What follows belongs to an exercise in optimizing a design on an open flow for a short achievable clock period and few clock cycles; a production flow would make more cautious choices.
Where RTL was checked, it was by simulation tests only, not by an equivalence proof against the original.
No functional check of the RTL was part of run 3.
No activity file was given, so power comes from the tool's default toggle rates.

**design/flow/flow/run.sh**
```bash
#!/bin/bash
set -u
bash standard.sh SETUP_SLACK_MARGIN=6.7 finish > standard_flow.log 2>&1
```
**design/flow/design.v**
```verilog
module riscv_if(
	input	[12+1:2]		pcn_i,	 
	input	[16-1:0]		v_i,
	input	[16-1:0]		tk_i,	 
	input	[16-1:0]		ret_i,
	input	[16*12-1:0]	tag_i,
	input	[16*12-1:0]	tgt_i,
	input	[16*2-1:0]		ctr_i,
	input	[12+1:2]		ras_i,
	output	[16-1:0]		match_o,
	output				hit_o,
	output				pred_o,
	output	[1:0]			ctr_o,
	output	[12+1:2]		ptgt_o
);
integer i;
reg	[12+1:2]	t;
reg	[1:0]		c;
reg			r;
always @(*) begin
	t = {12{1'b0}};
	c = 2'd0;
	r = 1'b0;
	for (i = 0; i < 16; i = i + 1) begin
		t = t | ({12{match_o[i]}} & tgt_i[i*12 +: 12]);
		c = c | ({2{match_o[i]}} & ctr_i[i*2 +: 2]);
		r = r | (match_o[i] & ret_i[i]);
	end
end
wire	[16-1:0]	match_p;
riscv_if_match MP(.pcn_i(pcn_i), .v_i(v_i), .tag_i(tag_i), .match_o(match_p));
riscv_if_match MT(.pcn_i(pcn_i), .v_i(v_i), .tag_i(tag_i), .match_o(match_o));
assign	hit_o  = |match_p;
assign	pred_o = |(match_p & tk_i);
assign	ctr_o  = c;
assign	ptgt_o = r ? ras_i : t;
endmodule
module riscv_if_match(
	input	[12+1:2]		pcn_i,	 
	input	[16-1:0]		v_i,
	input	[16*12-1:0]	tag_i,
	output	[16-1:0]		match_o
);
genvar gi;
generate
	for (gi = 0; gi < 16; gi = gi + 1) begin : g_m
		assign match_o[gi] = v_i[gi] & (tag_i[gi*12 +: 12] == ~pcn_i);
	end
endgenerate
endmodule
module riscv_if_static(
	input	[31:0]		pc_i,
	input	[31:0]		inst_i,
	input	[12+1:2]	ras_i,
	input			fus_i,		 
	input	[31:0]		epc_i,		 
	input	[31:12]		esum_i,		 
	output			pred_o,
	output	[31:2]		tgt_o
);
wire	[4:0]	opc = inst_i[6:2];
wire	[4:0]	rd  = inst_i[11:7];
wire	[4:0]	rs1 = inst_i[19:15];
wire	s   = inst_i[31];
wire	jal  = (opc == 5'b11011);
wire	jalr = (opc == 5'b11001);
wire	bb   = (opc == 5'b11000) & s;
wire	[12:1]	jimm = {s, inst_i[20], inst_i[30:21]};
wire	[12:1]	bimm = {s, inst_i[7], inst_i[30:25], inst_i[11:8]};
wire	[12:1]	jlo, blo;
wire		jc, bc;
riscv_if_add12 JA(.a_i(pc_i[12:1]), .b_i(jimm), .s_o(jlo), .c_o(jc));
riscv_if_add12 BA(.a_i(pc_i[12:1]), .b_i(bimm), .s_o(blo), .c_o(bc));
wire	[11:0]	flo;
wire		fc;
riscv_if_add12 FA(.a_i(epc_i[11:0]), .b_i(inst_i[31:20]), .s_o(flo), .c_o(fc));
riscv_if_ssel SEL(
	.fus_i(fus_i),
	.fc_i(fc),
	.flo_i(flo[11:2]),
	.fhi_i(esum_i),
	.jal_i(jal),
	.bb_i(bb),
	.jalr_i(jalr),
	.s_i(s),
	.jc_i(jc),
	.bc_i(bc),
	.jlo_i(jlo[12:2]),
	.blo_i(blo[12:2]),
	.hi_i(pc_i[31:13]),
	.ras_i(ras_i),
	.pred_o(pred_o),
	.tgt_o(tgt_o)
);
endmodule
module riscv_if_ssel(
	input		fus_i,
	input		fc_i,
	input	[11:2]	flo_i,
	input	[31:12]	fhi_i,
	input		jal_i,
	input		bb_i,
	input		jalr_i,
	input		s_i,
	input		jc_i,
	input		bc_i,
	input	[12:2]	jlo_i,
	input	[12:2]	blo_i,
	input	[31:13]	hi_i,
	input	[12+1:2]	ras_i,
	output		pred_o,
	output	[31:2]	tgt_o
);
assign	pred_o = jal_i | bb_i | jalr_i;
assign	tgt_o  = jal_i ? {hi_i, jlo_i} : bb_i ? {hi_i, blo_i} : fus_i ? {fhi_i, flo_i} :
		 {hi_i[31:12+2], ras_i};
endmodule
module riscv_if_add12(
	input	[11:0]	a_i,
	input	[11:0]	b_i,
	output	[11:0]	s_o,
	output		c_o
);
wire	[11:0]	g0, p0, g1, p1, g2, p2, g3, p3, g4, p4;
riscv_if_pg12 PG(.a_i(a_i), .b_i(b_i), .g_o(g0), .p_o(p0));
riscv_alu_pfx #(.D(1), .INV(0), .W(12)) L1(.g_i(g0), .p_i(p0), .g_o(g1), .p_o(p1));
riscv_alu_pfx #(.D(2), .INV(1), .W(12)) L2(.g_i(g1), .p_i(p1), .g_o(g2), .p_o(p2));
riscv_alu_pfx #(.D(4), .INV(0), .W(12)) L3(.g_i(g2), .p_i(p2), .g_o(g3), .p_o(p3));
riscv_alu_pfx #(.D(8), .INV(1), .W(12)) L4(.g_i(g3), .p_i(p3), .g_o(g4), .p_o(p4));
riscv_if_sum12 SU(.p_i(p0), .c_i(g4), .s_o(s_o), .c_o(c_o));
endmodule
module riscv_if_pg12(
	input	[11:0]	a_i,
	input	[11:0]	b_i,
	output	[11:0]	g_o,
	output	[11:0]	p_o
);
assign	g_o = a_i & b_i;
assign	p_o = a_i ^ b_i;
endmodule
module riscv_if_sum12(
	input	[11:0]	p_i,
	input	[11:0]	c_i,
	output	[11:0]	s_o,
	output		c_o
);
assign	s_o = p_i ^ {c_i[10:0], 1'b0};
assign	c_o = c_i[11];
endmodule
module riscv_id(
	input	[31:0]		inst_i,
	output	[4:0]		rd_o,
	output	[4:0]		rs1_o,
	output	[4:0]		rs2_o,
	output			lui_o,
	output			auipc_o,
	output			jal_o,
	output			jalr_o,
	output			br_o,
	output			load_o,
	output			store_o,
	output			use1_o,		 
	output			use2_o,		 
	output			wr_o,		 
	output			rs2b_o,		 
	output			call_o,
	output			ret_o,
	output	[31:0]		imm_o,		 
	output	[31:0]		timm_o,		 
	output	[5:0]		brc_o,		 
	output	[11-1:0]	op_o
);
wire	[31:0]	inst = inst_i;
wire	[4:0]	opc  = inst[6:2];
wire	[2:0]	f3   = inst[14:12];
assign	rd_o  = inst[11:7];
assign	rs1_o = inst[19:15];
assign	rs2_o = inst[24:20];
wire	opimm = (opc == 5'b00100);
wire	op    = (opc == 5'b01100);
assign	lui_o   = (opc == 5'b01101);
assign	auipc_o = (opc == 5'b00101);
assign	jal_o   = (opc == 5'b11011);
assign	jalr_o  = (opc == 5'b11001);
assign	br_o    = (opc == 5'b11000);
assign	load_o  = (opc == 5'b00000);
assign	store_o = (opc == 5'b01000);
assign	use1_o  = jalr_o | br_o | load_o | store_o | opimm | op;
assign	use2_o  = br_o | store_o | op;
assign	wr_o    = lui_o | auipc_o | jal_o | jalr_o | load_o | opimm | op;
assign	rs2b_o  = br_o | op;
wire	rd_link  = (rd_o == 5'd1) | (rd_o == 5'd5);
wire	rs1_link = (rs1_o == 5'd1) | (rs1_o == 5'd5);
assign	call_o  = (jal_o | jalr_o) & rd_link;
assign	ret_o   = jalr_o & rs1_link & ~rd_link;
wire	[31:0]	imm_i = {{20{inst[31]}}, inst[31:20]};
wire	[31:0]	imm_s = {{20{inst[31]}}, inst[31:25], inst[11:7]};
wire	[31:0]	imm_b = {{20{inst[31]}}, inst[7], inst[30:25], inst[11:8], 1'b0};
wire	[31:0]	imm_u = {inst[31:12], 12'b0};
wire	[31:0]	imm_j = {{12{inst[31]}}, inst[19:12], inst[20], inst[30:21], 1'b0};
assign	imm_o  = store_o ? imm_s : (lui_o | auipc_o) ? imm_u : imm_i;
assign	timm_o = jal_o ? imm_j : imm_b;
assign	brc_o = {f3 == 3'd7, f3 == 3'd6, f3 == 3'd5, f3 == 3'd4, f3 == 3'd1, f3 == 3'd0} & {6{br_o}};
wire	alu = op | opimm;
assign	op_o[0]  = lui_o | auipc_o | load_o | store_o | (opimm & f3 == 3'd0) | (op & f3 == 3'd0 & ~inst[30]);
assign	op_o[1]  = op & f3 == 3'd0 & inst[30];
assign	op_o[2]  = alu & f3 == 3'd2;
assign	op_o[3] = alu & f3 == 3'd3;
assign	op_o[4]  = alu & f3 == 3'd4;
assign	op_o[5]   = alu & f3 == 3'd6;
assign	op_o[6]  = alu & f3 == 3'd7;
assign	op_o[7]  = alu & f3 == 3'd1;
assign	op_o[8]  = alu & f3 == 3'd5 & ~inst[30];
assign	op_o[9]  = alu & f3 == 3'd5 & inst[30];
assign	op_o[10] = jal_o | jalr_o;
endmodule
module riscv_alu(
	input	[31:0]		a_i,
	input	[31:0]		b_i,
	input	[11-1:0]	op_i,
	input	[31:0]		pc4_i,
	input	[31:0]		sum_i,		 
	input	[31:0]		diff_i,		 
	input			ltu_i,
	input			lts_i,
	output	[31:0]		res_o
);
wire	[31:0]	sh;
riscv_alu_shift SH(
	.a_i(a_i),
	.sh_i(b_i[4:0]),
	.left_i(op_i[7]),
	.arith_i(op_i[9]),
	.res_o(sh)
);
wire	[31:0]	other;
riscv_alu_other OTH(
	.a_i(a_i),
	.b_i(b_i),
	.op_i(op_i),
	.pc4_i(pc4_i),
	.sh_i(sh),
	.res_o(other)
);
riscv_alu_mux MUX(
	.add_i(op_i[0]),
	.sub_i(op_i[1]),
	.slt_i(op_i[2]),
	.sltu_i(op_i[3]),
	.sum_i(sum_i),
	.diff_i(diff_i),
	.lts_i(lts_i),
	.ltu_i(ltu_i),
	.other_i(other),
	.res_o(res_o)
);
endmodule
module riscv_alu_other(
	input	[31:0]		a_i,
	input	[31:0]		b_i,
	input	[11-1:0]	op_i,
	input	[31:0]		pc4_i,
	input	[31:0]		sh_i,
	output	[31:0]		res_o
);
assign	res_o = ({32{op_i[4]}}  & (a_i ^ b_i)) |
		({32{op_i[5]}}   & (a_i | b_i)) |
		({32{op_i[6]}}  & (a_i & b_i)) |
		({32{op_i[7] | op_i[8] | op_i[9]}} & sh_i) |
		({32{op_i[10]}} & pc4_i);
endmodule
module riscv_alu_mux(
	input		add_i,
	input		sub_i,
	input		slt_i,
	input		sltu_i,
	input	[31:0]	sum_i,
	input	[31:0]	diff_i,
	input		lts_i,
	input		ltu_i,
	input	[31:0]	other_i,
	output	[31:0]	res_o
);
assign	res_o = ({32{add_i}} & sum_i) | ({32{sub_i}} & diff_i) | other_i |
		{31'd0, (slt_i & lts_i) | (sltu_i & ltu_i)};
endmodule
module riscv_alu_shift(
	input	[31:0]	a_i,
	input	[4:0]	sh_i,
	input		left_i,
	input		arith_i,
	output	[31:0]	res_o
);
wire	[31:0]	sl  = a_i << sh_i;
wire	[31:0]	sr  = a_i >> sh_i;
wire	[31:0]	sra = sr | ({32{a_i[31]}} & ~(32'hffffffff >> sh_i));
assign	res_o = left_i ? sl : arith_i ? sra : sr;
endmodule
module riscv_alu_add #(
	parameter SUB = 0
)(
	input	[31:0]	a_i,
	input	[31:0]	b_i,
	output	[31:0]	s_o
);
wire	[31:0]	p0, g0, g1, p1, g2, p2, g3, p3, g4, p4, g5, p5;
riscv_alu_pg #(.SUB(SUB)) PG(.a_i(a_i), .b_i(b_i), .g_o(g0), .p_o(p0));
riscv_alu_pfx #(.D(1),  .INV(0)) L1(.g_i(g0), .p_i(p0), .g_o(g1), .p_o(p1));
riscv_alu_pfx #(.D(2),  .INV(1)) L2(.g_i(g1), .p_i(p1), .g_o(g2), .p_o(p2));
riscv_alu_pfx #(.D(4),  .INV(0)) L3(.g_i(g2), .p_i(p2), .g_o(g3), .p_o(p3));
riscv_alu_pfx #(.D(8),  .INV(1)) L4(.g_i(g3), .p_i(p3), .g_o(g4), .p_o(p4));
riscv_alu_pfx #(.D(16), .INV(0)) L5(.g_i(g4), .p_i(p4), .g_o(g5), .p_o(p5));
riscv_alu_xsum #(.SUB(SUB)) XS(.p_i(p0), .nc_i(g5), .s_o(s_o));
endmodule
module riscv_alu_pg #(
	parameter SUB = 0
)(
	input	[31:0]	a_i,
	input	[31:0]	b_i,
	output	[31:0]	g_o,
	output	[31:0]	p_o
);
wire	[31:0]	b = SUB ? ~b_i : b_i;
assign	p_o = a_i ^ b;
assign	g_o = SUB ? {a_i[31:1] & b[31:1], a_i[0] | b[0]} : (a_i & b);
endmodule
module riscv_alu_pfx #(
	parameter D = 1,
	parameter INV = 0,
	parameter W = 32
)(
	input	[W-1:0]	g_i,
	input	[W-1:0]	p_i,
	output	[W-1:0]	g_o,
	output	[W-1:0]	p_o
);
genvar i;
generate
	for (i = 0; i < W; i = i + 1) begin : g_b
		if (i < D) begin : g_pass
			assign g_o[i] = ~g_i[i];
			assign p_o[i] = ~p_i[i];
		end else if (INV == 0) begin : g_aoi
			assign g_o[i] = ~(g_i[i] | (p_i[i] & g_i[i-D]));
			assign p_o[i] = ~(p_i[i] & p_i[i-D]);
		end else begin : g_oai
			assign g_o[i] = ~(g_i[i] & (p_i[i] | g_i[i-D]));
			assign p_o[i] = ~(p_i[i] | p_i[i-D]);
		end
	end
endgenerate
endmodule
module riscv_alu_xsum #(
	parameter SUB = 0
)(
	input	[31:0]	p_i,
	input	[31:0]	nc_i,
	output	[31:0]	s_o
);
assign	s_o = p_i ^ {~nc_i[30:0], SUB ? 1'b1 : 1'b0};
endmodule
module riscv_ex(
	input		valid_i,
	input		btaken_i,	 
	input	[31:0]	jsum_i,		 
	input		jne_i,		 
	input	[31:0]	btgt_i,		 
	input		bne_i,		 
	input	[31:0]	pc4_i,
	input		br_i,
	input		jal_i,
	input		jalr_i,
	input		pred_i,		 
	output		mispred_o,
	output		taken_o,
	output	[31:0]	tgt_o,
	output	[31:0]	redir_o
);
wire	mis_t   = ~pred_i | bne_i;
wire	mis_oth = jal_i  ? mis_t :
		  jalr_i ? (~pred_i | jne_i) : pred_i;
wire	mis_br  = btaken_i ? mis_t : pred_i;
assign	mispred_o = valid_i & (br_i ? mis_br : mis_oth);
assign	taken_o   = jal_i | jalr_i | (br_i & btaken_i);
assign	tgt_o     = jalr_i ? {jsum_i[31:1], 1'b0} : btgt_i;
assign	redir_o   = br_i ? (btaken_i ? btgt_i : pc4_i) : (jal_i | jalr_i) ? tgt_o : pc4_i;
endmodule
module riscv_ex_cmp(
	input	[31:0]	a_i,
	input	[31:0]	b_i,
	input	[5:0]	brc_i,		 
	output		eq_o,
	output		ltu_o,
	output		lts_o,
	output		taken_o		 
);
wire	[31:0]	g0 = {1'b0, ~a_i[30:0] & b_i[30:0]};
wire	[31:0]	e0 = {1'b1, ~(a_i[30:0] ^ b_i[30:0])};
wire	[15:0]	g1, e1;
wire	[7:0]	g2, e2;
wire	[3:0]	g3, e3;
wire	[1:0]	g4, e4;
wire		g5, e5;
riscv_ex_cmpl #(.W(16), .INV(0)) C1(.g_i(g0), .e_i(e0), .g_o(g1), .e_o(e1));
riscv_ex_cmpl #(.W(8),  .INV(1)) C2(.g_i(g1), .e_i(e1), .g_o(g2), .e_o(e2));
riscv_ex_cmpl #(.W(4),  .INV(0)) C3(.g_i(g2), .e_i(e2), .g_o(g3), .e_o(e3));
riscv_ex_cmpl #(.W(2),  .INV(1)) C4(.g_i(g3), .e_i(e3), .g_o(g4), .e_o(e4));
riscv_ex_cmpl #(.W(1),  .INV(0)) C5(.g_i(g4), .e_i(e4), .g_o(g5), .e_o(e5));
riscv_ex_cmpf CF(.a31_i(a_i[31]), .b31_i(b_i[31]), .ng_i(g5), .ne_i(e5), .brc_i(brc_i),
	.eq_o(eq_o), .ltu_o(ltu_o), .lts_o(lts_o), .taken_o(taken_o));
endmodule
module riscv_ex_cmpl #(
	parameter W = 1,
	parameter INV = 0
)(
	input	[2*W-1:0]	g_i,
	input	[2*W-1:0]	e_i,
	output	[W-1:0]		g_o,
	output	[W-1:0]		e_o
);
genvar i;
generate
	for (i = 0; i < W; i = i + 1) begin : g_b
		if (INV == 0) begin : g_aoi
			assign g_o[i] = ~(g_i[2*i+1] | (e_i[2*i+1] & g_i[2*i]));
			assign e_o[i] = ~(e_i[2*i+1] & e_i[2*i]);
		end else begin : g_oai
			assign g_o[i] = ~(g_i[2*i+1] & (e_i[2*i+1] | g_i[2*i]));
			assign e_o[i] = ~(e_i[2*i+1] | e_i[2*i]);
		end
	end
endgenerate
endmodule
module riscv_ex_cmpf(
	input		a31_i,
	input		b31_i,
	input		ng_i,
	input		ne_i,
	input	[5:0]	brc_i,
	output		eq_o,
	output		ltu_o,
	output		lts_o,
	output		taken_o
);
wire	e31 = ~(a31_i ^ b31_i);
assign	eq_o  = e31 & ~ne_i;
assign	ltu_o = (~a31_i & b31_i) | (e31 & ~ng_i);
assign	lts_o = (a31_i & ~b31_i) | (e31 & ~ng_i);
assign	taken_o = (brc_i[0] & eq_o) | (brc_i[1] & ~eq_o) | (brc_i[2] & lts_o) | (brc_i[3] & ~lts_o) |
		  (brc_i[4] & ltu_o) | (brc_i[5] & ~ltu_o);
endmodule
module riscv_ex_sumeq(
	input	[31:0]	a_i,
	input	[31:0]	b_i,
	input	[31:0]	k_i,
	output		ne_o
);
wire	[31:0]	x, r, g;
wire	[30:0]	ok;
riscv_ex_xor2 X1(.a_i(a_i), .b_i(b_i), .y_o(x));
riscv_ex_xor2 X2(.a_i(x), .b_i(k_i), .y_o(r));
riscv_ex_sumeq_g G(.a_i(a_i), .b_i(b_i), .x_i(x), .r_i(r), .g_o(g));
riscv_ex_sumeq_ok K(.r_i(r), .g_i(g), .a0_i(a_i[0]), .b0_i(b_i[0]), .ok_o(ok));
riscv_ex_and31 A(.x_i(ok), .yn_o(ne_o));
endmodule
module riscv_ex_xor2(
	input	[31:0]	a_i,
	input	[31:0]	b_i,
	output	[31:0]	y_o
);
assign	y_o = a_i ^ b_i;
endmodule
module riscv_ex_sumeq_g(
	input	[31:0]	a_i,
	input	[31:0]	b_i,
	input	[31:0]	x_i,
	input	[31:0]	r_i,
	output	[31:0]	g_o
);
assign	g_o = (a_i & b_i) | (x_i & r_i);
endmodule
module riscv_ex_sumeq_ok(
	input	[31:0]	r_i,
	input	[31:0]	g_i,
	input		a0_i,
	input		b0_i,
	output	[30:0]	ok_o
);
assign	ok_o = {~(r_i[31:2] ^ g_i[30:1]), ~(r_i[1] ^ (a0_i & b0_i))};
endmodule
module riscv_ex_and31(
	input	[30:0]	x_i,
	output		yn_o
);
wire	[7:0]	n1;
wire	[3:0]	a2;
riscv_ex_nand4 #(.W(8)) L1(.x_i({1'b1, x_i}), .y_o(n1));
riscv_ex_nor2  #(.W(4)) L2(.x_i(n1), .y_o(a2));
riscv_ex_nand4 #(.W(1)) L3(.x_i(a2), .y_o(yn_o));
endmodule
module riscv_ex_nand4 #(
	parameter W = 1
)(
	input	[4*W-1:0]	x_i,
	output	[W-1:0]		y_o
);
genvar i;
generate
	for (i = 0; i < W; i = i + 1) begin : g_b
		assign y_o[i] = ~&x_i[4*i +: 4];
	end
endgenerate
endmodule
module riscv_ex_nor4 #(
	parameter W = 1
)(
	input	[4*W-1:0]	x_i,
	output	[W-1:0]		y_o
);
genvar i;
generate
	for (i = 0; i < W; i = i + 1) begin : g_b
		assign y_o[i] = ~|x_i[4*i +: 4];
	end
endgenerate
endmodule
module riscv_ex_nor2 #(
	parameter W = 1
)(
	input	[2*W-1:0]	x_i,
	output	[W-1:0]		y_o
);
genvar i;
generate
	for (i = 0; i < W; i = i + 1) begin : g_b
		assign y_o[i] = ~|x_i[2*i +: 2];
	end
endgenerate
endmodule
module riscv_ex_nand2 #(
	parameter W = 1
)(
	input	[2*W-1:0]	x_i,
	output	[W-1:0]		y_o
);
genvar i;
generate
	for (i = 0; i < W; i = i + 1) begin : g_b
		assign y_o[i] = ~&x_i[2*i +: 2];
	end
endgenerate
endmodule
module riscv_ex_mt(
	input		valid_i,
	input		br_i,
	input		jal_i,
	input		jalr_i,
	input		pred_i,
	output	[4:0]	t_o
);
assign	t_o[0] = valid_i & br_i & ~pred_i;
assign	t_o[1] = valid_i & br_i & pred_i;
assign	t_o[2] = valid_i & ((jal_i | jalr_i) & ~pred_i | ~(br_i | jal_i | jalr_i) & pred_i);
assign	t_o[3] = valid_i & jal_i & pred_i;
assign	t_o[4] = valid_i & jalr_i & pred_i;
endmodule
module riscv_ex_fin(
	input	[4:0]	t_i,
	input		btaken_i,
	input		bne_i,
	input		jne_i,
	output		mispred_o
);
assign	mispred_o = (btaken_i & (t_i[0] | (t_i[1] & bne_i))) | (~btaken_i & t_i[1]) | t_i[2] |
		    (t_i[3] & bne_i) | (t_i[4] & jne_i);
endmodule
module riscv_wb(
	input	[31:0]		pc_i,
	input			stall_i,
	input			pred_i,
	input	[12+1:2]	ptgt_i,
	output	[31:0]		next_o,
	output	[31:0]		pc4_o
);
riscv_wb_inc INC(.pc_i(pc_i), .pc4_o(pc4_o));
assign	next_o = stall_i ? pc_i :
		 pred_i  ? {pc_i[31:12+2], ptgt_i, 2'b00} : pc4_o;
endmodule
module riscv_wb_s(
	input			en_i,
	input			stall_i,
	input			pred_i,		 
	input			spred_i,	 
	input	[31:2]		stgt_i,
	input	[31:0]		next_i,
	output	[31:0]		next_o
);
wire	use_s = ~stall_i & ~pred_i & spred_i;
wire	sel_s = en_i & use_s;
wire	sel_o = en_i & ~use_s;
assign	next_o = ({32{sel_s}} & {stgt_i, 2'b00}) | ({32{sel_o}} & next_i);
endmodule
module riscv_wb_f(
	input			mispred_i,
	input	[31:0]		redir_i,
	input	[31:0]		next_i,
	output	[31:0]		next_o
);
assign	next_o = mispred_i ? redir_i : next_i;
endmodule
module riscv_wb_inc(
	input	[31:0]	pc_i,
	output	[31:0]	pc4_o
);
assign	pc4_o = pc_i + 32'd4;
endmodule
module riscv_register(
	input	[32*32-1:0]	rf_i,
	input	[4:0]		idx_i,
	output	[31:0]		val_o
);
wire	[31:0]	sel0, sel1, sel2, sel3;
riscv_register_dec DEC0(.idx_i(idx_i), .sel_o(sel0));
riscv_register_dec DEC1(.idx_i(idx_i), .sel_o(sel1));
riscv_register_dec DEC2(.idx_i(idx_i), .sel_o(sel2));
riscv_register_dec DEC3(.idx_i(idx_i), .sel_o(sel3));
genvar b;
generate
	for (b = 0; b < 32; b = b + 1) begin : g_bit
		wire	[31:0]	col;
		wire	[15:0]	l1;
		wire	[3:0]	l2;
		wire	[1:0]	l3;
		genvar r;
		for (r = 0; r < 32; r = r + 1) begin : g_col
			assign col[r] = rf_i[r*32 + b];
		end
		riscv_register_aoi22 L1(.s_i(b < 8 ? sel0 : b < 16 ? sel1 : b < 24 ? sel2 : sel3), .d_i(col), .y_o(l1));
		riscv_ex_nand4 #(.W(4)) L2(.x_i(l1), .y_o(l2));
		riscv_ex_nor2  #(.W(2)) L3(.x_i(l2), .y_o(l3));
		riscv_ex_nand2 #(.W(1)) L4(.x_i(l3), .y_o(val_o[b]));
	end
endgenerate
endmodule
module riscv_register_dec(
	input	[4:0]	idx_i,
	output	[31:0]	sel_o
);
genvar i;
generate
	for (i = 0; i < 32; i = i + 1) begin : g_d
		assign sel_o[i] = (i != 0) && (idx_i == i);
	end
endgenerate
endmodule
module riscv_register_aoi22(
	input	[31:0]	s_i,
	input	[31:0]	d_i,
	output	[15:0]	y_o
);
genvar i;
generate
	for (i = 0; i < 16; i = i + 1) begin : g_b
		assign y_o[i] = ~((s_i[2*i] & d_i[2*i]) | (s_i[2*i+1] & d_i[2*i+1]));
	end
endgenerate
endmodule
module riscv_stall(
	input	[4:0]	rs1_i,
	input	[4:0]	rs2_i,
	input		use1_i,
	input		use2_i,
	input		e_fwd_i,	 
	input		e_load_i,	 
	input	[4:0]	e_rd_i,
	input		m_fwd_i,	 
	input	[4:0]	m_rd_i,
	output		h1e_o,
	output		h1m_o,
	output		h2e_o,
	output		h2m_o,
	output		stall_o
);
wire	eq1 = (e_rd_i == rs1_i);
wire	eq2 = (e_rd_i == rs2_i);
assign	h1e_o = e_fwd_i & eq1;
assign	h1m_o = m_fwd_i & (m_rd_i == rs1_i);
assign	h2e_o = e_fwd_i & eq2;
assign	h2m_o = m_fwd_i & (m_rd_i == rs2_i);
assign	stall_o = e_load_i & ((use1_i & eq1) | (use2_i & eq2));
endmodule
module riscv_forward(
	input		sel_e_i,
	input	[31:0]	e_i,
	input		sel_r_i,
	input	[31:0]	r_i,
	input	[31:0]	o_i,
	output	[31:0]	val_o
);
assign	val_o = sel_e_i ? e_i : sel_r_i ? r_i : o_i;
endmodule
module riscv_forward_pre(
	input		sel_m_i,	 
	input		sel_x_i,	 
	input	[31:0]	m_i,
	input	[31:0]	x_i,
	output	[31:0]	val_o
);
assign	val_o = ({32{sel_m_i}} & m_i) | ({32{sel_x_i}} & x_i);
endmodule
module riscv(
	input	wire		clk,
	input	wire		rst,		 
	input	wire	[31:0]	inst_i,		 
	output	wire	[31:0]	inst_addr_o,	 
	output	wire		inst_ce_o,	 
	input	wire	[31:0]	data_i,		 
	output	wire		data_we_o,	 
	output	wire		data_ce_o,	 
	output	wire	[31:0]	data_addr_o,	 
	output	wire	[31:0]	data_o		 
);
assign	inst_ce_o = 1'b1;
assign	data_ce_o = 1'b1;
reg	[31:0]	pc_out;
reg	[31:0]	pc;
reg	[12+1:2]	pc_btb_n;	 
reg		e_valid;
reg	[31:0]	e_pc;
reg	[31:0]	e_pc4;
reg	[31:0]	e_a;		 
reg	[31:0]	e_b;		 
reg	[31:0]	e_s;		 
reg	[31:0]	e_timm;		 
reg	[4:0]	e_rd;
reg		e_we;		 
reg		e_load;
reg		e_store;
reg		e_br;
reg		e_jal;
reg		e_jalr;
reg		e_auipc;
reg		e_call;
reg		e_ret;
reg	[5:0]	e_brc;		 
reg	[11-1:0]	e_op;	 
reg		e_pred;		 
reg	[31:2]	e_ptgt;		 
reg		e_hit;		 
reg	[16-1:0]	e_match;	 
reg	[1:0]	e_ctr;		 
reg	[2:0]	e_it, e_tr;	 
reg		e_lc;
reg		m_valid;
reg	[31:0]	m_addr;
reg	[31:0]	m_res_n;
reg	[31:0]	m_sd;
reg		m_we_mem;
reg	[4:0]	m_rd;
reg		m_we;
reg		m_load;
reg	[31:0]	rf [1:31];
reg	[31:0]	rf_v;		 
reg	[16-1:0]	btb_v;
reg	[16-1:0]	btb_tk;		 
reg	[16-1:0]	btb_ret;	 
reg	[12+1:2]	btb_tag [0:16-1];
reg	[12+1:2]	btb_tgt [0:16-1];
reg	[1:0]	btb_ctr [0:16-1];
reg	[2:0]	btb_it  [0:16-1];
reg	[2:0]	btb_tr  [0:16-1];
reg	[16-1:0]	btb_lc;
reg	[16-1:0]	btb_rr;		 
reg	[12+1:2]	ras0, ras1, ras2, ras3;
reg		u_btb;
reg		u_alloc;
reg	[16-1:0]	u_sel;
reg	[12+1:2]	u_tag;
reg	[12+1:2]	u_atgt;		 
reg	[12+1:2]	u_ptgt;		 
reg		u_taken, u_hit, u_v, u_jmp, u_ret;
reg	[1:0]	u_octr;
reg		u_bwd;
reg	[2:0]	u_oit, u_otr;
reg		u_olc;
reg		u_call, u_pop;
reg	[12+1:2]	u_link;
wire	[31:0]	m_res = ~m_res_n;
wire	[31:0]	m_val = m_load ? data_i : m_res;
wire	[31:0]	sum, diff;
wire		ltu, lts, eq, btaken;
riscv_alu_add #(.SUB(0)) ADD(.a_i(e_a), .b_i(e_b), .s_o(sum));
riscv_alu_add #(.SUB(1)) SUB(.a_i(e_a), .b_i(e_b), .s_o(diff));
riscv_ex_cmp CMP(.a_i(e_a), .b_i(e_b), .brc_i(e_brc), .eq_o(eq), .ltu_o(ltu), .lts_o(lts), .taken_o(btaken));
wire	[31:0]	res;
riscv_alu ALU(
	.a_i(e_a),
	.b_i(e_b),
	.op_i(e_op),
	.pc4_i(e_pc4),
	.sum_i(sum),
	.diff_i(diff),
	.ltu_i(ltu),
	.lts_i(lts),
	.res_o(res)
);
wire	[31:0]	e_pfull = {e_ptgt, 2'b00};
wire	[31:0]	btgt;
wire		jne, bne;
riscv_alu_add BTGT(.a_i(e_pc), .b_i(e_timm), .s_o(btgt));
riscv_ex_sumeq JOK(.a_i(e_a), .b_i(e_b), .k_i(e_pfull), .ne_o(jne));
riscv_ex_sumeq BOK(.a_i(e_pc), .b_i(e_timm), .k_i(e_pfull), .ne_o(bne));
wire		mispred;
wire		act_taken;
wire	[31:0]	act_tgt;
wire	[31:0]	redir_pc;
riscv_ex BR(
	.valid_i(e_valid),
	.btaken_i(btaken),
	.jsum_i(sum),
	.jne_i(jne),
	.btgt_i(btgt),
	.bne_i(bne),
	.pc4_i(e_pc4),
	.br_i(e_br),
	.jal_i(e_jal),
	.jalr_i(e_jalr),
	.pred_i(e_pred),
	.mispred_o(),
	.taken_o(act_taken),
	.tgt_o(act_tgt),
	.redir_o(redir_pc)
);
wire	[4:0]	mt;
wire		mispred_o;
riscv_ex_mt MT(.valid_i(e_valid), .br_i(e_br), .jal_i(e_jal), .jalr_i(e_jalr), .pred_i(e_pred), .t_o(mt));
riscv_ex_fin MF(.t_i(mt), .btaken_i(btaken), .bne_i(bne), .jne_i(jne), .mispred_o(mispred));
riscv_ex_fin MFO(.t_i(mt), .btaken_i(btaken), .bne_i(bne), .jne_i(jne), .mispred_o(mispred_o));
wire	[4:0]	rd, rs1, rs2;
wire		d_lui, d_auipc, d_jal, d_jalr, d_br, d_load, d_store;
wire		d_use1, d_use2, d_wr, d_rs2b, d_call, d_ret;
wire	[31:0]	d_imm, d_timm;
wire	[5:0]	d_brc;
wire	[11-1:0]	d_op;
riscv_id DEC(
	.inst_i(inst_i),
	.rd_o(rd),
	.rs1_o(rs1),
	.rs2_o(rs2),
	.lui_o(d_lui),
	.auipc_o(d_auipc),
	.jal_o(d_jal),
	.jalr_o(d_jalr),
	.br_o(d_br),
	.load_o(d_load),
	.store_o(d_store),
	.use1_o(d_use1),
	.use2_o(d_use2),
	.wr_o(d_wr),
	.rs2b_o(d_rs2b),
	.call_o(d_call),
	.ret_o(d_ret),
	.imm_o(d_imm),
	.timm_o(d_timm),
	.brc_o(d_brc),
	.op_o(d_op)
);
wire	[32*32-1:0]	rf_flat;
assign	rf_flat[31:0] = 32'd0;
genvar gi;
generate
	for (gi = 1; gi < 32; gi = gi + 1) begin : g_rf
		assign rf_flat[gi*32 +: 32] = rf[gi] & {32{rf_v[gi]}};
	end
endgenerate
wire	[31:0]	rf1, rf2;
riscv_register RD1(.rf_i(rf_flat), .idx_i(rs1), .val_o(rf1));
riscv_register RD2(.rf_i(rf_flat), .idx_i(rs2), .val_o(rf2));
wire	h1e, h1m, h2e, h2m, stall;
riscv_stall HAZ(
	.rs1_i(rs1),
	.rs2_i(rs2),
	.use1_i(d_use1),
	.use2_i(d_use2),
	.e_fwd_i(e_valid & e_we),
	.e_load_i(e_valid & e_load & e_we),
	.e_rd_i(e_rd),
	.m_fwd_i(m_valid & m_we),
	.m_rd_i(m_rd),
	.h1e_o(h1e),
	.h1m_o(h1m),
	.h2e_o(h2e),
	.h2m_o(h2m),
	.stall_o(stall)
);
wire	a_reg = ~d_auipc & ~d_lui;
wire	[31:0]	pre_a, pre_b, pre_s, opa, opb, ops;
riscv_forward_pre PA(.sel_m_i(a_reg & h1m), .sel_x_i(d_auipc), .m_i(m_val), .x_i(pc), .val_o(pre_a));
riscv_forward_pre PB(.sel_m_i(d_rs2b & h2m), .sel_x_i(~d_rs2b), .m_i(m_val), .x_i(d_imm), .val_o(pre_b));
riscv_forward_pre PS(.sel_m_i(h2m), .sel_x_i(1'b0), .m_i(m_val), .x_i(32'd0), .val_o(pre_s));
riscv_forward FA(.sel_e_i(a_reg & h1e), .e_i(res), .sel_r_i(a_reg & ~h1m), .r_i(rf1), .o_i(pre_a), .val_o(opa));
riscv_forward FB(.sel_e_i(d_rs2b & h2e), .e_i(res), .sel_r_i(d_rs2b & ~h2m), .r_i(rf2), .o_i(pre_b), .val_o(opb));
riscv_forward FS(.sel_e_i(h2e), .e_i(res), .sel_r_i(~h2m), .r_i(rf2), .o_i(pre_s), .val_o(ops));
wire	[16*12-1:0]	bt_flat;
wire	[16*12-1:0]	bg_flat;
wire	[16*2-1:0]		bc_flat;
generate
	for (gi = 0; gi < 16; gi = gi + 1) begin : g_btb
		assign bt_flat[gi*12 +: 12] = btb_tag[gi];
		assign bg_flat[gi*12 +: 12] = btb_tgt[gi];
		assign bc_flat[gi*2 +: 2] = btb_ctr[gi];
	end
endgenerate
wire	[16-1:0]	f_match;
reg	[2:0]	f_it, f_tr;
integer fi;
always @(*) begin
	f_it = 3'd0;
	f_tr = 3'd0;
	for (fi = 0; fi < 16; fi = fi + 1) begin
		f_it = f_it | ({3{f_match[fi]}} & btb_it[fi]);
		f_tr = f_tr | ({3{f_match[fi]}} & btb_tr[fi]);
	end
end
wire		f_hit, f_pred;
wire	[1:0]	f_ctr;
wire	[12+1:2]	f_ptgt;
riscv_if BTB(
	.pcn_i(pc_btb_n),
	.v_i(btb_v),
	.tk_i(btb_tk),
	.ret_i(btb_ret),
	.tag_i(bt_flat),
	.tgt_i(bg_flat),
	.ctr_i(bc_flat),
	.ras_i(ras0),
	.match_o(f_match),
	.hit_o(f_hit),
	.pred_o(f_pred),
	.ctr_o(f_ctr),
	.ptgt_o(f_ptgt)
);
wire		s_pred;
wire	[31:2]	s_tgt;
riscv_if_static SP(
	.pc_i(pc),
	.inst_i(inst_i),
	.ras_i(ras0),
	.fus_i(d_jalr & e_auipc & h1e),
	.epc_i(e_pc),
	.esum_i(sum[31:12]),
	.pred_o(s_pred),
	.tgt_o(s_tgt)
);
wire	s_use = ~f_hit & s_pred;
wire	[31:0]	next_pc, next_pc_out, next_pc_b, next_pc_s, next_pc_so, pc4;
riscv_wb NPC(
	.pc_i(pc),
	.stall_i(stall),
	.pred_i(f_pred),
	.ptgt_i(f_ptgt),
	.next_o(next_pc_b),
	.pc4_o(pc4)
);
riscv_wb_s NPCS(
	.en_i(1'b1),
	.stall_i(stall),
	.pred_i(f_pred),
	.spred_i(s_use),
	.stgt_i(s_tgt),
	.next_i(next_pc_b),
	.next_o(next_pc_s)
);
riscv_wb_f NPCF(.mispred_i(mispred), .redir_i(redir_pc), .next_i(next_pc_s), .next_o(next_pc));
riscv_wb_s NPCSO(
	.en_i(~rst),
	.stall_i(stall),
	.pred_i(f_pred),
	.spred_i(s_use),
	.stgt_i(s_tgt),
	.next_i(next_pc_b),
	.next_o(next_pc_so)
);
riscv_wb_f NPCFO(.mispred_i(mispred_o), .redir_i(redir_pc), .next_i(next_pc_so), .next_o(next_pc_out));
always @(posedge clk) begin
	pc_out   <= next_pc_out;
	pc_btb_n <= ~next_pc_out[12+1:2];
end
always @(posedge clk or posedge rst) begin
	if (rst) begin
		pc <= 32'd0;
	end else begin
		pc <= next_pc;
	end
end
assign	inst_addr_o = pc_out;
always @(posedge clk or posedge rst) begin
	if (rst) begin
		e_valid <= 1'b0;
	end else begin
		e_valid <= ~mispred & ~stall;
	end
end
always @(posedge clk) begin
	e_pc    <= pc;
	e_pc4   <= pc4;
	e_a     <= opa;
	e_b     <= opb;
	e_s     <= ops;
	e_timm  <= d_timm;
	e_rd    <= rd;
	e_we    <= d_wr & (rd != 5'd0);
	e_load  <= d_load;
	e_store <= d_store;
	e_br    <= d_br;
	e_jal   <= d_jal;
	e_jalr  <= d_jalr;
	e_auipc <= d_auipc;
	e_call  <= d_call;
	e_ret   <= d_ret;
	e_brc   <= d_brc;
	e_op    <= d_op;
	e_pred  <= f_pred | s_use;
	e_ptgt  <= f_hit ? {pc[31:12+2], f_ptgt} : s_tgt;
	e_hit   <= f_hit;
	e_match <= f_match;
	e_ctr   <= f_ctr;
	e_it    <= f_it;
	e_tr    <= f_tr;
	e_lc    <= |(f_match & btb_lc);
end
always @(posedge clk or posedge rst) begin
	if (rst) begin
		m_valid  <= 1'b0;
	end else begin
		m_valid  <= e_valid;
	end
end
always @(posedge clk) begin
	m_we_mem <= ~rst & e_valid & e_store;
	m_addr   <= res;
	m_res_n  <= ~res;
	m_sd     <= e_s;
	m_rd     <= e_rd;
	m_we     <= e_we;
	m_load   <= e_load;
end
assign	data_addr_o = m_addr;
assign	data_o      = m_sd;
assign	data_we_o   = m_we_mem;
always @(posedge clk) begin
	if (m_valid & m_we)
		rf[m_rd] <= m_val;
end
integer k;
always @(posedge clk or posedge rst) begin
	if (rst) begin
		rf_v <= 32'd0;
	end else if (m_valid & m_we) begin
		for (k = 1; k < 32; k = k + 1)
			if (m_rd == k)
				rf_v[k] <= 1'b1;
	end
end
wire	e_ctl = e_br | e_jal | e_jalr;
always @(posedge clk or posedge rst) begin
	if (rst) begin
		u_btb   <= 1'b0;
		u_alloc <= 1'b0;
		u_call  <= 1'b0;
		u_pop   <= 1'b0;
	end else begin
		u_btb   <= e_valid & (act_taken | e_hit);
		u_alloc <= e_valid & act_taken & ~e_hit;
		u_call  <= e_valid & e_call;
		u_pop   <= e_valid & e_ret;
	end
end
always @(posedge clk) begin
	u_sel   <= e_hit ? e_match : btb_rr;
	u_tag   <= e_pc[12+1:2];
	u_atgt  <= act_tgt[12+1:2];
	u_ptgt  <= e_ptgt[12+1:2];
	u_taken <= act_taken;
	u_hit   <= e_hit;
	u_octr  <= e_ctr;
	u_bwd   <= e_br & e_timm[31];
	u_oit   <= e_it;
	u_otr   <= e_tr;
	u_olc   <= e_lc;
	u_v     <= e_ctl;
	u_jmp   <= e_jal | e_jalr;
	u_ret   <= e_ret;
	u_link  <= e_pc4[12+1:2];
end
wire	[1:0]	u_ctr = ~u_hit ? 2'd2 :
			u_taken ? ((u_octr == 2'd3) ? 2'd3 : u_octr + 2'd1) :
				  ((u_octr == 2'd0) ? 2'd0 : u_octr - 2'd1);
wire	[2:0]	u_it  = ~u_taken ? 3'd0 : ~u_hit ? 3'd1 : (u_oit == 3'd7) ? 3'd7 : u_oit + 3'd1;
wire	[2:0]	u_tr  = ~u_hit ? 3'd7 : ~u_taken ? u_oit : u_otr;
wire		u_lc  = ~u_hit ? 1'b0 : u_taken ? u_olc : (u_oit == u_otr) & (u_oit != 3'd7);
wire		u_tk  = u_jmp | (u_ctr[1] & ~(u_bwd & u_lc & (u_it == u_tr)));
wire	[12+1:2]	u_tgt = u_taken ? u_atgt : u_ptgt;
integer j;
always @(posedge clk or posedge rst) begin
	if (rst) begin
		btb_v  <= {16{1'b0}};
		btb_rr <= {{(16-1){1'b0}}, 1'b1};
	end else begin
		if (u_btb)
			btb_v <= (btb_v & ~u_sel) | ({16{u_v}} & u_sel);
		if (u_alloc)
			btb_rr <= {btb_rr[16-2:0], btb_rr[16-1]};
	end
end
always @(posedge clk) begin
	for (j = 0; j < 16; j = j + 1) begin
		if (u_btb & u_sel[j]) begin
			btb_tk[j]  <= u_tk;
			btb_ret[j] <= u_ret;
			btb_tag[j] <= u_tag;
			btb_tgt[j] <= u_tgt;
			btb_ctr[j] <= u_ctr;
			btb_it[j]  <= u_it;
			btb_tr[j]  <= u_tr;
			btb_lc[j]  <= u_lc;
		end
	end
end
always @(posedge clk or posedge rst) begin
	if (rst) begin
		ras0 <= {12{1'b0}};
		ras1 <= {12{1'b0}};
		ras2 <= {12{1'b0}};
		ras3 <= {12{1'b0}};
	end else if (u_call & u_pop) begin
		ras0 <= u_link;
	end else if (u_call) begin
		ras0 <= u_link;
		ras1 <= ras0;
		ras2 <= ras1;
		ras3 <= ras2;
	end else if (u_pop) begin
		ras0 <= ras1;
		ras1 <= ras2;
		ras2 <= ras3;
	end
end
endmodule
```
**design/flow/config.mk**
```make
export PLATFORM = sky130hd
export DESIGN_NAME = riscv
export DESIGN_NICKNAME = riscv
export VERILOG_FILES = /design/flow/design.v
export SDC_FILE = /design/flow/constraint.sdc
export NUM_CORES = 8
export LEC_CHECK = 0
export CAP_MARGIN = 20
export CORE_MARGIN = 2
export CORE_UTILIZATION = 40
export CTS_CLUSTER_DIAMETER = 150
export CTS_CLUSTER_SIZE = 20
export PLACE_DENSITY = 0.6
export SLEW_MARGIN = 20
export SYNTH_HIERARCHICAL = 1
export TNS_END_PERCENT = 100
```
**design/flow/standard.sh**
```bash
#!/bin/bash
# synth_recipe.tcl (not shown) runs the flow's synth.tcl, then flattens the netlist and writes it again
# the make line also repeats each setting of config.mk as NAME=value (left out here)
make -C /OpenROAD-flow-scripts/flow DESIGN_CONFIG=/design/flow/config.mk WORK_HOME=/design/flow/orfs CLKGATE_MAP_FILE= SYNTH_SCRIPT=/design/flow/synth_recipe.tcl "${@:-finish}"
```
**design/flow/constraint.sdc**
```tcl
create_clock -name core_clock -period 10.0 [get_ports {clk}]
set_input_delay 2.0000 -clock core_clock [delete_from_list [all_inputs] [get_ports {clk}]]
set_output_delay 2.0000 -clock core_clock [all_outputs]
set_load 0.01 [all_outputs]
```
==> results of run 1 <==
==> metrics by stage <==
stage / power, mW / cell area [um2] / std cells / worst slack, ns
detailed placement: 14.67 / 130000 / 14450 / 4.122
global route: 21.70 / 149900 / 15510 / 6.456
floorplan: 13.12 / 124500 / 10460 / 4.890
global placement: 14.60 / 129900 / 14440 / 4.181
finish: 21.17 / 149900 / 15520 / 6.447
CTS: 20.74 / 144100 / 15150 / 6.505
==> layer usage <==
metal | track usage, % | vias to the layer above | wire length, um
met5 | 0 | - | 100
li1 | - | 40330 | -
met3 | 5.622 | 1175 | 44960
met1 | 39.91 | 48200 | 198200
met2 | 49.83 | 5027 | 232900
met4 | 15.15 | 16 | 31000
==> how the worst min path moves through the flow <==
stage / start / slack [ns] / endpoint / cells after the start
3_3_place_gp: e_tr[1] / 0.31 / u_otr[1] / 0
2_1_floorplan: e_s[0] / 0.31 / m_sd[0] / 0
3_5_place_dp: e_s[16] / 0.31 / m_sd[16] / 0
4_1_cts: e_tr[1] / 0.28 / u_otr[1] / 0
5_1_grt: e_tr[1] / 0.30 / u_otr[1] / 0
6_report: e_tr[1] / 0.28 / u_otr[1] / 0
==> layout by cell type, fill, tap and decap left out, drive strengths merged, types with 148 or more instances in the layout <==
master,instances
a21oi,354
a22o,253
a22oi,1063
and2,1025
buf,1093
clkbuf,242
dfrtp,148
dfxtp,507
edfxtp,1552
ha,234
inv,370
mux2,281
mux2i,258
nand2,747
nand4,373
nor2,723
o21ai,387
xnor2,189
xor2,560
==> cell type report <==
type | count | area, um2 | share of cell area [%]
Sequential cell | 2208 | 60770 | 40.53
Clock inverter | 7 | 105.1 | 0.07009
Timing Repair inverter | 1 | 5.005 | 0.003338
Tap cell | 4100 | 5130 | 3.421
Timing Repair Buffer | 1190 | 15070 | 10.05
Multi-Input combinational cell | 7413 | 63950 | 42.65
Inverter | 371 | 1423 | 0.9487
Clock buffer | 209 | 3453 | 2.303
Antenna cell | 19 | 47.55 | 0.03171
==> critical path, cell delays in order <==
cell and delay [ns]:
buf_16 0.11, buf_16 0.14, buf_12 0.15, buf_12 0.14
buf_8 0.13, or3b_4 0.34, nor2_4 0.13, a22oi_2 0.16
nand4_1 0.28, nor2_4 0.30, nand2_2 0.11, mux2i_2 0.21
o21ai_2 0.07
==> flip-flops by register name, indices dropped and copies added, names as in the netlist, 30 cells and up, named ones only <==
register and count:
btb_ctr 32, btb_it 48, btb_tag 192, btb_tgt 192, btb_tr 48, e_a 32, e_b 32, e_pc 32
e_pc4 32, e_ptgt 30, e_s 32, e_timm 32, m_addr 32, m_res_n 32, m_sd 32, pc 32
pc_out 32, rf 992, rf_v 31
==> power breakdown <==
group          total, mW  internal (mW)  switching (mW)
registers           10.5           10.1           0.418
logic               5.15           1.94            3.22
clock network       5.53           2.37            3.17
total               21.2           14.4            6.80
==> repair_timing <==
action,CTS,global route
gates resized for setup,1721,483
cloned,81,32
setup endpoints to repair,402,346
pin swaps,216,500
setup buffers,406,307
==> reports/metrics.csv, run 1 <==
stage;metric;value;unit
timing;final setup TNS;0;ns
floorplan;row count;203;
detailed_routing;DR vias;94750;
detailed_routing;antenna-violating nets left;0;
timing;final critical-path required period;3.553;ns
min_path;min-delay worst type;reg -> reg;
synthesis;Synth Cell Area;0.1226;mm2
final_layout;post-layout util;49.12;%
placement;placer congestion estimate;0.9925;
clock_network;Num CTS Buffers;125;
worst_setup_path;Crit Reg-Reg Endpoint;pc_out[31];
timing;Final Cycle Share;35.53;%
timing;fmax;281.4;MHz
detailed_routing;TritonRoute pass-1 iters;7;
final_layout;fill count;26800;
grt;vias in the first global route;90760;
final_layout;Final nets;11610;
timing;Hold Fails Final Rpt;0;
worst_setup_path;Critical Path Start Type;input pin;
clock_network;CTS max path bufs;4;
floorplan;die area;0.3108;mm2
worst_setup_path;maximum fanout along the worst path;8;
worst_setup_path;Worst R2R Path Depth;8;
final_layout;Layout Area Growth over Synthesis;22.35;%
placement;I/O Buffers;160;
detailed_routing;final wirelength;507200;um
timing;worst relative slew slack;15.71;%
detailed_routing;Wirelength per Cell;32.69;um
worst_setup_path;reg2reg start;pc[13];
worst_setup_path;crit path to;e_a[12];
floorplan;Die W;557.5;um
power_and_ir_drop;power density over the cells;141.2;mW/mm2
clock_network;H-tree levels;3;
run_status;status;timing/DRC/antenna clean;
clock_network;hold buffer count at CTS;0;
clock_network;clock slew at reported path FFs;0.09;ns
worst_setup_path;CP required;10.76;ns
placement;Detailed Place HPWL;315900;um
floorplan;die height;557.5;um
worst_setup_path;Worst R2R Setup Slack;6.53;ns
clock_network;clock latency (worst-skew pair);0.96;ns
grt;initial antenna violation count;47;
worst_setup_path;worst setup path class;in -> reg;
timing;Slew Viols, Final;0;
clock_network;CTS tree;yes;
floorplan;Core ar.;0.3053;mm2
grt;GRT Overall Usage;30.91;%
detailed_routing;remaining routing DRC violations;0;
detailed_routing;vias per inst;6.106;
floorplan;# IOs;165;
worst_setup_path;Worst Path Arrival;4.31;ns
synthesis;Warnings, synthesis;13;
detailed_routing;Iter 0 DRT Violations;11700;
timing;RSZ-0062 raised after global routing;true;
synthesis;post-synthesis cell count;10360;
grt;global route overflow;0;
clock_network;Clock Sinks;2208;
timing;final hold slack;0.2762;ns
synthesis;Avg Cell Area, Syn;11.83;um2
timing;Tightest Pin Transition;1.263;ns
worst_setup_path;kind of end point of the critical path;flip-flop;
floorplan;Initial Util;40.14;%
power_and_ir_drop;Pleak;52.05;nW
clock_network;clk root buf;clkbuf_16;
timing;clk_skew;0.09803;ns
timing;final setup fails;0;
grt;largest net degree at the start of global routing;78;
worst_setup_path;Crit. Startpoint;inst_i[15];
job;max-capacitance violation count;0;
grt;global-route wire length before repair;687500;um
final_layout;share of cells above drive strength 1;34.85;%
power_and_ir_drop;Peak VDD IR;194.0;uV
Testbench counts, summed over its fixed seeds: cycles 149,965.
==> inputs of run 2 (changes only) <==
==> design/flow/flow/run.sh (replaced) <==
#!/bin/bash
set -u
bash standard.sh SETUP_SLACK_MARGIN=6.9 finish > standard_flow.log 2>&1
==> run 2 against run 1 <==
Net effect: combinational power grew 3%; setup slack lost 0.098 ns; cell count grew 0.32%; worst hold slack gained 0.013 ns; synthesized cell count is the same; maximum frequency shrank 2.7%; clock skew shrank 0.016 ns; core utilization grew 0.50 points; largest cell class unchanged; clock power grew 6.0%; cell area grew 1.0%; critical path depth grew 1; wire length grew 1.2%; still clean.
==> reports/metrics.csv, run 2 <==
stage;metric;value;unit;change
floorplan;die area;0.3108;mm2;unchanged
grt;global route overflow;0;;unchanged
worst_setup_path;Worst path slowest cell;mux2_4;;
detailed_routing;TritonRoute pass-1 iters;6;;-1
worst_setup_path;reg2reg start;e_a[29];;
grt;vias in the first global route;92330;;+1.7%
worst_setup_path;Worst path max stage delay;0.32;ns;-0.02 ns
power_and_ir_drop;P_int;14.69;mW;+2.2%
floorplan;Initial Util;40.14;%;unchanged
job;max-capacitance violation count;0;;unchanged
floorplan;row count;203;;unchanged
run_status;status;timing/DRC/antenna clean;;
worst_setup_path;Buf/Inv on CP;5;;unchanged
placement;DP Area;0.1300;mm2;about the same
final_layout;Final Non-Filler Cells;15570;;+0.32%
clock_network;CTS tree;yes;;
min_path;min-delay worst type;reg -> reg;;
timing;final setup fails;0;;unchanged
grt;global-route wire length before repair;705300;um;+2.6%
detailed_routing;DR vias;95170;;+0.44%
grt;initial antenna violation count;48;;+2.1%
timing;fmax;273.9;MHz;-2.7%
detailed_routing;Iter 0 DRT Violations;10810;;-7.7%
final_layout;commonest non-fill, non-tap cells in the layout;1552 x edfxtp_1, 1028 x a22oi_2, 1001 x and2_1;;
worst_setup_path;kind of end point of the critical path;flip-flop;;
synthesis;Synth Cell Area;0.1226;mm2;unchanged
floorplan;# IOs;165;;unchanged
worst_setup_path;maximum fanout along the worst path;5;;-3
placement;I/O Buffers;160;;unchanged
clock_network;clock slew at reported path FFs;0.09;ns;about the same
floorplan;Core ar.;0.3053;mm2;unchanged
power_and_ir_drop;Logic pwr share;24.4;%;about the same
grt;largest net degree at the start of global routing;152;;+95%
timing;worst relative slew slack;15.76;%;+0.057 points
placement;DP Worst Slack;4.349;ns;+0.2266 ns
timing;Hold Fails Final Rpt;0;;unchanged
timing;Slew Viols, Final;0;;unchanged
synthesis;Avg Cell Area, Syn;11.83;um2;unchanged
final_layout;share of cells above drive strength 1;35.26;%;+0.41 points
worst_setup_path;Worst Path Arrival;4.40;ns;+0.09 ns
worst_setup_path;crit-path cells;buf_12 -> buf_16 -> xnor2_4 -> nand3_2 -> nor2_2 -> and3_4 -> nor3b_4 -> buf_12 -> buf_12 -> buf_16 -> mux2_4 -> nand2_1 -> mux2i_1 -> mux2_4;;
clock_network;Num CTS Buffers;134;;+7.2%
timing;clk_skew;0.08211;ns;-0.01592 ns
placement;placer congestion estimate;0.9815;;-1.1%
timing;RSZ-0062 raised after global routing;true;;
worst_setup_path;kind of cell adding the most delay to the critical path;simple AND/OR/NAND/NOR gates;;
worst_setup_path;worst setup path class;in -> reg;;
power_and_ir_drop;power density over the cells;142.7;mW/mm2;+1.1%
final_layout;fill count;26730;;-0.24%
final_layout;number of flip-flops in the largest register;992;;unchanged
worst_setup_path;Crit. Startpoint;inst_i[19];;
final_layout;Post-Layout Inst Area;0.1515;mm2;+1.0%
final_layout;Layout Area Growth over Synthesis;23.60;%;
worst_setup_path;Critical Path Start Type;input pin;;
final_layout;biggest regs;rf x992, btb_tag x192, btb_tgt x192;;
detailed_routing;remaining routing DRC violations;0;;unchanged
timing;final critical-path required period;3.651;ns;+0.09824 ns
power_and_ir_drop;Peak VDD IR;114.8;uV;-41%
detailed_routing;antenna-violating nets left;0;;unchanged
grt;GRT Overall Usage;31.78;%;+0.87 points
timing;Tightest Pin Transition;1.262;ns;-0.0008548 ns
clock_network;clk root buf;clkbuf_16;;
synthesis;post-synthesis cell count;10360;;unchanged
final_layout;Final nets;11660;;+0.40%
power_and_ir_drop;Pleak;52.60;nW;+1.1%
floorplan;Die W;557.5;um;unchanged
clock_network;Clock Sinks;2208;;unchanged
power_and_ir_drop;switching power;6.928;mW;+1.9%
detailed_routing;final wirelength;513200;um;+1.2%
power_and_ir_drop;switch share;32.06;%;-0.078 points
timing;Final Cycle Share;36.51;%;+0.98 points
worst_setup_path;most common cell type on the critical path;buf_12;;
detailed_routing;vias per inst;6.113;;+0.12%
placement;placed cell count;14450;;+0.028%
floorplan;die height;557.5;um;unchanged
timing;final setup TNS;0;ns;unchanged
clock_network;CTS max path bufs;4;;unchanged
placement;Detailed Place HPWL;317700;um;+0.58%
timing;Setup WS post-layout;6.349;ns;-0.09824 ns
power_and_ir_drop;Sequential Power Share;48.5;%;-1.0 points
clock_network;clock latency (worst-skew pair);0.90;ns;-0.06 ns
final_layout;largest reg by FF count;rf;;
min_path;HP Start;e_it[1];;
worst_setup_path;CP required;10.75;ns;about the same
final_layout;commonest non-fill, non-tap cell in the layout;edfxtp_1;;
synthesis;Warnings, synthesis;13;;unchanged
power_and_ir_drop;Clock power frac;27.1;%;+1.0 points
clock_network;H-tree levels;4;;+1
detailed_routing;Wirelength per Cell;32.97;um;+0.86%
==> run 2: cell types whose count changed in the layout (fill, tap and decap cells not counted), moves of 12 or more <==
cell	before	now
buf_16	68	94
buf_4	601	570
buf_6	170	203
a21oi_1	248	236
nor2_1	308	331
xnor2_1	173	161
buf_12	218	239
mux2i_1	221	208
nand2_1	624	647
nor2_2	74	57
o21ai_1	274	260
==> run 2: routing by layer <==
layer | vias to the layer above | GRT usage [%] | share of wire (%)
met5 | - | 0 | 0.020
met4 | 14 | 16.10 | 6.1
met3 | 1232 | 5.891 | 8.8
met2 | 5018 | 50.83 | 46
met1 | 48470 | 41.11 | 39
li1 | 40430 | - | -
==> run 2: worst reg2reg max path: stages (launching register included) <==
cell,delay (ns)
dfxtp_2,0.36
buf_12,0.13
inv_6,0.04
ha_4,0.27
nand2_4,0.05
nor2_4,0.17
nand2_4,0.12
nor2_4,0.25
a21oi_2,0.09
nand2b_4,0.16
o221a_1,0.15
o211ai_4,0.29
buf_12,0.15
and2_4,0.19
buf_12,0.16
nor2b_4,0.06
buf_4,0.17
a221o_1,0.34
mux2_4,0.31
==> run 2: final timing paths <==
path | to | slack [ns] | cells after the start
min | u_oit[1] | 0.29 | 0
max reg2reg | pc_out[17] | 6.43 | 18
max | pc_out[18] | 6.35 | 14
min in group asynchronous | btb_rr[8] | 1.68 | 4
min reg2reg | u_oit[1] | 0.29 | 0
max in group asynchronous | pc[22] | 7.50 | 4
==> run 2: repair_timing <==
| item | CTS | global route |
|---|---|---|
| hold buffers | 0 | 0 |
| resized for setup | 1915 | 381 |
| hold endpoints to repair | 0 | 0 |
| pin swaps | 398 | 287 |
| buffers inserted | 581 | 163 |
| endpoints found under the setup margin | 407 | 410 |
| cloned | 103 | 12 |
==> run 2: stage by stage <==
stage	utilization (%)	hold slack (ns)	total power, mW
finish	49.62	0.2892	21.61
global placement	42.56	0.3145	14.62
global route	49.60	0.3093	22.16
detailed placement	42.57	0.3121	14.68
CTS	48.40	0.3111	21.26
floorplan	-	0.3096	13.12
==> run 2: power by group through the flow <==
stage | clock [mW] | combinational, mW | sequential (mW)
floorplan | 0 | 2.68 | 10.4
global placement | 0 | 3.98 | 10.6
detailed placement | 0 | 4.04 | 10.6
CTS | 5.92 | 4.88 | 10.5
global route | 6.22 | 5.46 | 10.5
finish | 5.86 | 5.28 | 10.5
==> run 2: cell type report <==
cell class / count / area, um2 / area share (%)
Sequential cell: 2208 / 60770 / 40.12
Clock buffer: 215 / 3764 / 2.484
Timing Repair inverter: 1 / 5.005 / 0.003304
Clock inverter: 9 / 111.4 / 0.07351
Timing Repair Buffer: 1228 / 16000 / 10.56
Multi-Input combinational cell: 7412 / 64220 / 42.40
Inverter: 371 / 1425 / 0.9408
Antenna cell: 24 / 60.06 / 0.03965
Tap cell: 4100 / 5130 / 3.386
==> inputs of run 3 (changes only) <==
--- a/design/flow/design.v
+++ b/design/flow/design.v
@@ -732,4 +732,5 @@
 reg	[31:0]	e_b;		 
 reg	[31:0]	e_s;		 
+reg		e_sld;		 
 reg	[31:0]	e_timm;		 
 reg	[4:0]	e_rd;
@@ -882,5 +883,5 @@
 	.rs2_i(rs2),
 	.use1_i(d_use1),
-	.use2_i(d_use2),
+	.use2_i(d_rs2b),	 
 	.e_fwd_i(e_valid & e_we),
 	.e_load_i(e_valid & e_load & e_we),
@@ -1013,4 +1014,5 @@
 	e_load  <= d_load;
 	e_store <= d_store;
+	e_sld   <= d_store & h2e & e_load;
 	e_br    <= d_br;
 	e_jal   <= d_jal;
@@ -1041,5 +1043,5 @@
 	m_addr   <= res;
 	m_res_n  <= ~res;
-	m_sd     <= e_s;
+	m_sd     <= e_sld ? data_i : e_s;
 	m_rd     <= e_rd;
 	m_we     <= e_we;
@@ -1094,5 +1096,5 @@
 	u_link  <= e_pc4[12+1:2];
 end
-wire	[1:0]	u_ctr = ~u_hit ? 2'd2 :
+wire	[1:0]	u_ctr = ~u_hit ? 2'd3 :
 			u_taken ? ((u_octr == 2'd3) ? 2'd3 : u_octr + 2'd1) :
 				  ((u_octr == 2'd0) ? 2'd0 : u_octr - 2'd1);
==> design/flow/flow/run.sh (replaced) <==
#!/bin/bash
set -u
bash standard.sh SETUP_SLACK_MARGIN=6.7 finish > standard_flow.log 2>&1
==> run 3 against run 2 <==
Net effect: still clean; clock power about the same; combinational power down 5.7%; clock skew up 0.0053 ns; cell count down 0.70%; global-route usage down 1.1 points; die area up 0.38%; largest power group unchanged.
==> reports/metrics.csv, run 3 <==
stage;metric;value;unit;change
run_status;status;timing/DRC/antenna clean;;
clock_network;CTS tree;yes;;
final_layout;number of flip-flops in the largest register;992;;unchanged
worst_setup_path;reg2reg start;pc[4];;
detailed_routing;vias per inst;6.124;;+0.18%
final_layout;Reg area;0.06075;mm2;about the same
worst_setup_path;maximum fanout along the worst path;6;;+1
worst_setup_path;Critical Path Start Type;input pin;;
grt;largest net degree at the start of global routing;69;;-55%
detailed_routing;remaining routing DRC violations;0;;unchanged
final_layout;fill count;26760;;+0.097%
worst_setup_path;CP required;10.75;ns;about the same
timing;fmax;272.5;MHz;-0.50%
min_path;HP Start;e_it[1];;
grt;global-route wire length before repair;682600;um;-3.2%
timing;Hold Fails Final Rpt;0;;unchanged
power_and_ir_drop;Pleak;51.61;nW;-1.9%
power_and_ir_drop;Peak VDD IR;127.2;uV;+11%
grt;GRT Overall Usage;30.65;%;-1.1 points
detailed_routing;DR vias;94670;;-0.52%
final_layout;Layout Area Growth over Synthesis;21.24;%;
timing;clk_skew;0.08745;ns;+0.005340 ns
placement;DP Worst Slack;4.272;ns;-0.07680 ns
synthesis;Warnings, synthesis;13;;unchanged
detailed_routing;antenna-violating nets left;0;;unchanged
final_layout;biggest regs;rf x992, btb_tag x192, btb_tgt x192;;
clock_network;CTS max path bufs;4;;unchanged
clock_network;H-tree levels;4;;unchanged
floorplan;# IOs;165;;unchanged
final_layout;largest reg by FF count;rf;;
final_layout;Final nets;11550;;-0.94%
timing;Final Cycle Share;36.70;%;+0.18 points
synthesis;Avg Cell Area, Syn;11.84;um2;about the same
final_layout;commonest non-fill, non-tap cells in the layout;1552 x edfxtp_1, 1024 x a22oi_2, 1003 x and2_1;;
placement;placer congestion estimate;1.013;;+3.2%
synthesis;post-synthesis cell count;10390;;+0.33%
detailed_routing;Wirelength per Cell;32.86;um;-0.33%
min_path;Hold EP;u_oit[1];;
floorplan;Initial Util;40.23;%;+0.087 points
floorplan;die area;0.3120;mm2;+0.38%
final_layout;area of the multi-input gates;0.06388;mm2;-0.53%
clock_network;Clock Sinks;2209;;+0.045%
worst_setup_path;Worst Path Arrival;4.42;ns;+0.02 ns
floorplan;Die W;558.6;um;+0.19%
detailed_routing;Iter 0 DRT Violations;11450;;+5.9%
worst_setup_path;Worst R2R Path Depth;8;;-10
min_path;min-delay worst type;reg -> reg;;
min_path;hold path depth;0;;unchanged
synthesis;Synth Cell Area;0.1230;mm2;+0.38%
grt;initial antenna violation count;34;;-29%
clock_network;clk root buf;clkbuf_16;;
timing;Slew Viols, Final;0;;unchanged
timing;Setup WS post-layout;6.330;ns;-0.01826 ns
floorplan;row count;203;;unchanged
timing;final setup TNS;0;ns;unchanged
final_layout;share of cells above drive strength 1;33.59;%;-1.7 points
clock_network;Num CTS Buffers;134;;unchanged
timing;worst relative slew slack;15.42;%;-0.34 points
worst_setup_path;worst setup path class;in -> reg;;
detailed_routing;TritonRoute pass-1 iters;6;;unchanged
placement;I/O Buffers;160;;unchanged
floorplan;die height;558.6;um;+0.19%
timing;final critical-path required period;3.670;ns;+0.01826 ns
placement;Detailed Place HPWL;318000;um;about the same
worst_setup_path;Worst R2R Setup Slack;6.45;ns;+0.02 ns
job;max-capacitance violation count;0;;unchanged
detailed_routing;final wirelength;508000;um;-1.0%
clock_network;clock slew at reported path FFs;0.11;ns;+0.02 ns
grt;vias in the first global route;90430;;-2.1%
power_and_ir_drop;power density over the cells;143.0;mW/mm2;+0.22%
clock_network;hold buffer count at CTS;0;;unchanged
final_layout;commonest non-fill, non-tap cell in the layout;edfxtp_1;;
grt;global route overflow;0;;unchanged
worst_setup_path;Crit Reg-Reg Endpoint;pc_out[17];;
timing;final setup fails;0;;unchanged
clock_network;clock latency (worst-skew pair);0.91;ns;about the same
floorplan;Core ar.;0.3058;mm2;+0.17%
timing;Tightest Pin Transition;1.267;ns;+0.005157 ns
worst_setup_path;kind of end point of the critical path;flip-flop;;
timing;RSZ-0062 raised after global routing;true;;
==> run 3: worst max-delay path by stage <==
stage / from / end / slack [ns]
after global routing: inst_i[16] / pc_out[28] / 6.31
final: inst_i[15] / pc_out[16] / 6.33
after CTS: inst_i[15] / pc_out[16] / 6.41
after floorplan: rst / pc_out[10] / 4.89
after detailed placement: inst_i[24] / e_s[12] / 4.27
after global placement: inst_i[24] / e_s[12] / 4.29
==> run 3: where the power goes <==
| part | internal [mW] | switching (mW) | leakage [nW] | total [mW] |
|---|---|---|---|---|
| clock network | 2.59 | 3.23 | 1.84 | 5.83 |
| logic | 1.85 | 3.13 | 29.0 | 4.98 |
| registers | 10.1 | 0.454 | 20.8 | 10.5 |
==> run 3: layer usage <==
metal  vias to the layer above  global-route usage [%]  wire [um]
li1                      40310                       -          -
met1                     48310                   39.73     199700
met5                         -                       0         57
met3                      1098                   5.282      44140
met2                      4949                   49.35     233100
met4                         8                   15.25      30910
==> run 3: stage by stage <==
step                instances  util [%]  power (mW)  cell area, um2  hold WS (ns)
CTS                     15140     47.11       20.98          144100        0.2810
finish                  15460     48.77       21.33          149200        0.2744
global route            15450     48.77       21.89          149100        0.2942
global placement        14470     42.63       14.65          130400        0.3117
floorplan               10500         -       13.15          125100        0.3096
detailed placement      14490     42.72       14.72          130600        0.3150
==> run 3: cell type report <==
cell class                      instances  area share (%)
Multi-Input combinational cell       7416           42.83
Sequential cell                      2209           40.73
Timing Repair Buffer                 1084           9.350
Tap cell                             4100           3.439
Clock buffer                          212           2.487
Inverter                              401           1.023
Clock inverter                         11         0.09479
Antenna cell                           25         0.04194
Timing Repair inverter                  1        0.003355
==> run 3: worst max-delay path: stages <==
cell and delay (ns):
buf_12 0.10, buf_16 0.15, xnor2_4 0.19, nand3_4 0.11
nor2_4 0.14, and3_4 0.23, nor3b_4 0.22, buf_12 0.18
buf_12 0.13, buf_16 0.14, mux2_4 0.31, nand2_1 0.07
mux2i_1 0.07, mux2_4 0.30
==> run 3: timing repair <==
item	CTS	global route
buffers inserted	371	254
pin swaps	268	368
hold endpoints to repair	0	0
resized for setup	1631	388
endpoints found under the setup margin	392	327
cloned	63	36

## static timing again, ports no longer ideal
In the flow no input, the clock included, has a driving cell. The finished layouts below were timed again as built, in two steps. Step 1 assumes that a clkbuf_16 drives the clock port and a buf_2 every other input. Step 2 times the ports against the registers' clock, not the clock port: input delays grow and output delays shrink by t, the midpoint of the rising clock arrivals with the driver on. Slacks: ideal ports / drivers / drivers and shift; pairs: ideal ports / drivers.
run | t, ns | setup WS [ns] | latest minus earliest clock arrival (ns)
run 1 | 1.036 | 6.447 / 6.413 / 5.379 | 0.104 / 0.104
run 2 | 0.974 | 6.349 / 6.368 / 5.395 | 0.103 / 0.103
run 3 | 0.974 | 6.330 / 6.329 / 5.355 | 0.109 / 0.108
After both steps every run listed still meets setup and hold. For run 1, which loses most, drivers alone change the setup slack by -0.034 ns; drivers and shift together by -1.068 ns.
